Context: an optimization exercise on an open-source flow, tuned for small area. The choices shown serve that exercise and are no tape-out recipe.
The RTL was checked by simulation tests, not by an equivalence proof against the original design.
Power figures rest on the tool's default switching activity, not on a simulated workload.

## top_flyinglogo
module top_flyinglogo(clk, rst, hsync, vsync, vga_r, vga_g, vga_b, buzzer_out, button, rom_addr, rom_data);
export LEC_CHECK = 0
export CAP_MARGIN = 20
export CORE_MARGIN = 2
export CORE_UTILIZATION = 55
export CTS_BUF_LIST = sky130_fd_sc_hd__clkbuf_8
export GPL_TIMING_DRIVEN = 0
export SLEW_MARGIN = 20
export SYNTH_MEMORY_MAX_BITS = 65536
create_clock -name core_clock -period 10.0 [get_ports {clk}]
standard.sh (not shown) runs the stock make flow with config.mk's settings and CLKGATE_MAP_FILE= SYNTH_SCRIPT=/design/flow/synth_recipe.tcl, a recipe that flattens the netlist after the stock synthesis.
==> flow/flow/run.sh <==
#!/bin/bash
# Own layout flow: the standard ORFS flow (standard.sh), with these changes:
#  * synthesis maps logic with an area-oriented ABC script (flow/area.abc) in
#    place of ORFS's speed script, and leaves adders to ABC instead of mapping
#    them to half/full-adder cells (ADDER_MAP_FILE empty). Everything else in
#    synthesis is the standard flow's own: synth_recipe.tcl is sourced unchanged and only
#    the abc call's -script argument is redirected;
#  * ports are buffered with sky130_fd_sc_hd__buf_1;
#  * clock tree synthesis uses clkbuf_8 and inserts no dummy loads.
# The make output (all tools) goes to flow_make.log in the work folder; ORFS
# keeps each step's log under orfs/logs/.
set -euo pipefail
W=$(pwd)
export AREA_ABC_SCRIPT="$W/flow/area.abc"
{
  echo 'proc abc {args} {'
  echo '  set i [lsearch -exact $args -script]'
  echo '  if {$i >= 0} { lset args [expr {$i + 1}] $::env(AREA_ABC_SCRIPT) }'
  echo '  yosys abc {*}$args'
  echo '}'
  cat "$W/synth_recipe.tcl"
} > "$W/area_synth.tcl"
EXTRA="SYNTH_SCRIPT=$W/area_synth.tcl ADDER_MAP_FILE= BUFFER_PORTS_ARGS='-buffer_cell sky130_fd_sc_hd__buf_1'"
EXTRA="$EXTRA CTS_ARGS='-sink_clustering_enable -repair_clock_nets -buf_list sky130_fd_sc_hd__clkbuf_8 -dont_use_dummy_load'"
sed -e "s#SYNTH_SCRIPT=[^ ]*#$EXTRA#" "$W/standard.sh" > "$W/area_standard.sh"
bash "$W/area_standard.sh" > "$W/flow_make.log" 2>&1
test -f "$W/out/final.def"
==> flow/flow/area.abc <==
strash
dc2
dch -f
if -K 4 -a
mfs2
strash
dc2
dch -f
amap
mfs2
strash
dch -f
amap
topo
Next try:
--- a/flow/config.mk
+++ b/flow/config.mk
@@ -9,5 +9,4 @@
 export CORE_MARGIN = 2
-export CORE_UTILIZATION = 55
+export CORE_UTILIZATION = 65
 export CTS_BUF_LIST = sky130_fd_sc_hd__clkbuf_8
-export GPL_TIMING_DRIVEN = 0
 export SLEW_MARGIN = 20
What happened:
- setup slack gets better by 0.56 ns
- design area falls by 1.3%
- synthesized cell count stays the same

* * *

the reference run:
Another version of the RTL of top_flyinglogo (not shown whole).
Size: about 48 I/O pins.
==> flow/config.mk <==
export PLATFORM = sky130hd
export DESIGN_NAME = top_flyinglogo
export DESIGN_NICKNAME = top_flyinglogo
export VERILOG_FILES = /design/flow/design.v
export SDC_FILE = /design/flow/constraint.sdc
export NUM_CORES = 4
export LEC_CHECK = 0
export CAP_MARGIN = 20
export CORE_MARGIN = 2
export CORE_UTILIZATION = 40
export CTS_BUF_LIST = sky130_fd_sc_hd__clkbuf_8
export SLEW_MARGIN = 20
export SYNTH_MEMORY_MAX_BITS = 65536
==> flow/constraint.sdc <==
create_clock -name core_clock -period 10.0 [get_ports {clk}]
set_input_delay 2.0000 -clock core_clock [delete_from_list [all_inputs] [get_ports {clk}]]
set_output_delay 2.0000 -clock core_clock [all_outputs]
set_load 0.01 [all_outputs]
==> flow/flow/run.sh <==
#!/bin/bash
# Own layout flow: the standard ORFS flow (standard.sh), with these changes:
#  * synthesis maps logic with an area-oriented ABC script (flow/area.abc) in
#    place of ORFS's speed script, and leaves adders to ABC instead of mapping
#    them to half/full-adder cells (ADDER_MAP_FILE empty). Everything else in
#    synthesis is the standard flow's own: synth_recipe.tcl is sourced unchanged and only
#    the abc call's -script argument is redirected;
#  * ports are buffered with sky130_fd_sc_hd__buf_1;
#  * clock tree synthesis uses clkbuf_8 and inserts no dummy loads.
# The make output (all tools) goes to flow_make.log in the work folder; ORFS
# keeps each step's log under orfs/logs/.
set -euo pipefail
W=$(pwd)
export AREA_ABC_SCRIPT="$W/flow/area.abc"
{
  echo 'proc abc {args} {'
  echo '  set i [lsearch -exact $args -script]'
  echo '  if {$i >= 0} { lset args [expr {$i + 1}] $::env(AREA_ABC_SCRIPT) }'
  echo '  yosys abc {*}$args'
  echo '}'
  cat "$W/synth_recipe.tcl"
} > "$W/area_synth.tcl"
EXTRA="SYNTH_SCRIPT=$W/area_synth.tcl ADDER_MAP_FILE= BUFFER_PORTS_ARGS='-buffer_cell sky130_fd_sc_hd__buf_1'"
EXTRA="$EXTRA CTS_ARGS='-sink_clustering_enable -repair_clock_nets -buf_list sky130_fd_sc_hd__clkbuf_8 -sink_clustering_size 16 -dont_use_dummy_load'"
sed -e "s#SYNTH_SCRIPT=[^ ]*#$EXTRA#" "$W/standard.sh" > "$W/area_standard.sh"
bash "$W/area_standard.sh" > "$W/flow_make.log" 2>&1
test -f "$W/out/final.def"
Scripts as last shown in full above: flow/flow/area.abc
For the trial run, these inputs were changed with respect to the reference run:
Settings: swapping 40 for 65 in CORE_UTILIZATION.
-- flow/flow/run.sh --
<<< the reference run, line 24
EXTRA="$EXTRA CTS_ARGS='-sink_clustering_enable -repair_clock_nets -buf_list sky130_fd_sc_hd__clkbuf_8 -sink_clustering_size 16 -dont_use_dummy_load'"
>>> the trial run, line 24
EXTRA="$EXTRA CTS_ARGS='-sink_clustering_enable -repair_clock_nets -buf_list sky130_fd_sc_hd__clkbuf_8 -dont_use_dummy_load'"
Comparing the reference run and the trial run, the lower die outline area is on the trial run.
Diff the reference run -> the trial run: clock distribution power +about 3%; worst max-slew margin expressed relative to the limit -21 points.

## separate check: timing with driven ports
Ports are ideal in the flow. The routed layouts listed here were re-timed in OpenROAD.
Step 1, drivers: a clkbuf_16 drives clk and a buf_2 each remaining input, both assumed.
Step 2 times the ports against the registers' clock, not the clock port: input delays grow and output delays shrink by t, the midpoint of the rising clock arrivals with the driver on.
Slacks: ideal / step 1 / step 2; pairs: ideal / step 1.
| run | t (ns) | setup WS [ns] | worst setup path at the end | latest minus earliest clock arrival (ns) |
|---|---|---|---|---|
| the first run of note 1 | 0.398 | 2.410 / 2.410 / 2.410 | register to register | 0.032 / 0.032 |
| the second run of note 1 | 0.390 | 2.969 / 2.969 / 2.969 | register to register | 0.034 / 0.034 |
| the reference run | 0.389 | 3.531 / 3.531 / 3.531 | register to register | 0.029 / 0.029 |
| the trial run | 0.389 | 3.152 / 3.152 / 3.152 | register to register | 0.047 / 0.047 |
After both steps setup and hold are still met in every run listed.
